What follows belongs to an exercise in optimizing a design on an open flow for small area and a short achievable clock period; a production flow would make more cautious choices.
Only simulation tests tie the RTL to the original design; equivalence was not proved.
Power and IR drop assume default switching activity.

Setup of trial 7:
Design alu, start of the top module:
module alu # ( parameter WIDTH = 16, CMD_WIDTH = 4 ) (
	input clk, rst,
	input CE,
	input CIN,
	input mode,
	input [1:0] INP_INVALID,
	input [ CMD_WIDTH-1 :0] CMD,
	input [ WIDTH-1 :0] opa,
	input [ WIDTH-1 :0] opb,
	output reg ERR, OFLOW, g , l, e, cout,
	output reg [ 2 * WIDTH :0] RES
);
    wire [15:0] a = opa;
    wire [15:0] b = opb;
    wire v11 = INP_INVALID == 2'b11;
    wire v10 = INP_INVALID == 2'b10;
    wire v01 = INP_INVALID == 2'b01;
    wire v00 = INP_INVALID == 2'b00;
    wire ar  = mode;
    wire lo  = ~mode;
    wire op_add  = ar & v11 & (CMD == 4'd0);
    wire op_sub  = ar & v11 & (CMD == 4'd1);
    wire op_addc = ar & v11 & (CMD == 4'd2);
    wire op_subc = ar & v11 & (CMD == 4'd3);
    wire op_cmp  = ar & v11 & (CMD == 4'd8);
    wire op_amul = ar & v11 & (CMD == 4'd9);
    wire op_smul = ar & v11 & (CMD == 4'd10);
    wire op_adds = ar & v11 & (CMD == 4'd11);
    wire op_subs = ar & v11 & (CMD == 4'd12);
    wire op_inca = ar & v10 & (CMD == 4'd4);
    wire op_deca = ar & v10 & (CMD == 4'd6);
    wire op_incb = ar & v01 & (CMD == 4'd5);
    wire op_decb = ar & v01 & (CMD == 4'd7);
    wire op_nop  = ar & v00;                
    wire op_and  = lo & v11 & (CMD == 4'd0);
    wire op_nand = lo & v11 & (CMD == 4'd1);
    wire op_or   = lo & v11 & (CMD == 4'd2);
    wire op_nor  = lo & v11 & (CMD == 4'd3);
    wire op_xor  = lo & v11 & (CMD == 4'd4);
    wire op_xnor = lo & v11 & (CMD == 4'd5);
    wire op_rol  = lo & v11 & (CMD == 4'd12);
    wire op_ror  = lo & v11 & (CMD == 4'd13);
    wire op_nota = lo & v10 & (CMD == 4'd6);
    wire op_shra = lo & v10 & (CMD == 4'd8);
    wire op_shla = lo & v10 & (CMD == 4'd9);
    wire op_notb = lo & v01 & (CMD == 4'd7);
    wire op_shrb = lo & v01 & (CMD == 4'd10);
    wire op_shlb = lo & v01 & (CMD == 4'd11);
    wire op_sig  = op_adds | op_subs;
    wire op_mul  = op_amul | op_smul;
    wire op_shq  = op_rol | op_ror | op_shla | op_shra;
  ...
Size in the first run: roughly 1300 cells after synthesis, ~82 I/O pins, ~12000 sq um of cells after synthesis.
==> flow/config.mk <==
export PLATFORM = sky130hd
export DESIGN_NAME = alu
export DESIGN_NICKNAME = alu
export VERILOG_FILES = /design/flow/design.v
export SDC_FILE = /design/flow/constraint.sdc
export NUM_CORES = 4
export LEC_CHECK = 0
export ABC_AREA = 1
export CAP_MARGIN = 20
export CORE_MARGIN = 2
export CORE_UTILIZATION = 40
export GPL_TIMING_DRIVEN = 0
export SLEW_MARGIN = 20
==> flow/constraint.sdc <==
create_clock -name core_clock -period 9.0 [get_ports {clk}]
set_input_delay 1.8000 -clock core_clock [delete_from_list [all_inputs] [get_ports {clk}]]
set_output_delay 1.8000 -clock core_clock [all_outputs]
set_load 0.01 [all_outputs]
standard.sh (not shown) runs the stock make flow with config.mk's settings and CLKGATE_MAP_FILE= SYNTH_SCRIPT=/design/flow/synth_recipe.tcl, a recipe that flattens the netlist after the stock synthesis.
==> flow/flow/run.sh <==
#!/bin/bash
# The standard layout (the standard.sh, all of its steps), with these changes:
#  - synthesis: Yosys's synth command also gets -noabc, so its quick generic
#    ABC pass does not rewrite the full adders before extract_fa maps them (that
#    pass leaves an inverter between most pairs of adder cells); and ORFS's
#    technology-mapping ABC call runs flow/abc_map.script instead of
#    abc_area.script (same mapping, without ABC's own buffering).  Everything
#    else in the synthesis is ORFS's synth.tcl and synth_recipe.tcl unchanged
#    (-nofsm -noshare, flatten, renames).
#  - placement: buffer_ports uses sky130_fd_sc_hd__buf_1 for the port buffers
#    instead of the delay cell it picks by default; every input and output port
#    still gets its own buffer.
# The make output is kept in standard.log.
set -euo pipefail
here="$PWD"
grep -q 'log_cmd abc {\*}\$abc_args' "$FLOW_HOME/scripts/synth.tcl"
sed "s|log_cmd abc {\*}\$abc_args|log_cmd abc -script $here/flow/abc_map.script {*}[lrange \$abc_args 2 end]|" \
  "$FLOW_HOME/scripts/synth.tcl" > synth_body.tcl
{
  echo 'proc synth {args} { yosys synth -nofsm -noshare -noabc {*}$args }'
  echo "source $here/synth_body.tcl"
  tail -n +3 synth_recipe.tcl
} > synth_own.tcl
bash standard.sh SYNTH_SCRIPT="$here/synth_own.tcl" \
  BUFFER_PORTS_ARGS="-buffer_cell sky130_fd_sc_hd__buf_1" finish > standard.log 2>&1
==> flow/flow/abc_map.script <==
strash
dch
map
topo
stime -c
upsize -c
dnsize -c
Trial 7 ended with every stage complete and zero timing, DRC or antenna violations.
Inputs modified between trial 7 and trial 59:
==> flow/flow/run.sh <==
#!/bin/bash
# The standard layout (the standard.sh, all of its steps), with two changes:
#  - synthesis: Yosys's synth command also gets -noabc, so its quick generic
#    ABC pass does not rewrite the full adders before extract_fa maps them (that
#    pass leaves an inverter between most pairs of adder cells).  The rest of
#    the synthesis script is synth_recipe.tcl unchanged (-nofsm -noshare,
#    flatten, renames), and ORFS's own ABC mapping still runs afterwards.
#  - placement: buffer_ports uses sky130_fd_sc_hd__buf_1 for the port buffers
#    instead of the delay cell it picks by default; every input and output port
#    still gets its own buffer.
# The make output is kept in standard.log.
set -euo pipefail
{
  echo 'proc synth {args} { yosys synth -nofsm -noshare -noabc {*}$args }'
  tail -n +2 synth_recipe.tcl
} > synth_noabc.tcl
bash standard.sh SYNTH_SCRIPT="$PWD/synth_noabc.tcl" \
  BUFFER_PORTS_ARGS="-buffer_cell sky130_fd_sc_hd__buf_1" finish > standard.log 2>&1
removed: flow/flow/abc_map.script
Notes after the runs:
- Area after synthesis: trial 59 and trial 7 compared, lower one is trial 7
- Trial 59 against trial 7; final area is down by a few percent.
- Cell leakage power ends up lower on trial 7.
- Compared to trial 7, trial 59 has switching portion of total power 0.83 points lower.
- Final antenna-violating net count essentially unchanged between trial 59 and trial 7.

-- port drivers added, routing unchanged --
How much do the figures lean on ideal ports? The routed layouts below were timed once more, with nothing changed but the port constraints.
Step 1, drivers: a clkbuf_16 drives clk and a buf_2 each remaining input, both assumed.
Step 2 also shifts input and output timing later by t, the mid clock arrival at the registers, as if the neighbouring blocks saw the same clock.
a / b / c = ideal ports / drivers / drivers and shift; a / b = the first two.
run | t, ns | setup slack, ns | hold slack, ns | worst setup path after step 2 | pins driven straight from the clock port
trial 7 | 0.341 | 0.267 / 0.288 / -0.053 | 0.491 / 0.491 / 0.491 | input to register | 1
trial 59 | 0.315 | 0.292 / 0.303 / -0.011 | 0.478 / 0.478 / 0.478 | input to register | 1
With both steps, setup timing fails in trial 7 and trial 59, where it was met with ideal ports. For trial 7, which loses most, drivers alone change the setup slack by +0.021 ns; drivers and shift together by -0.320 ns.
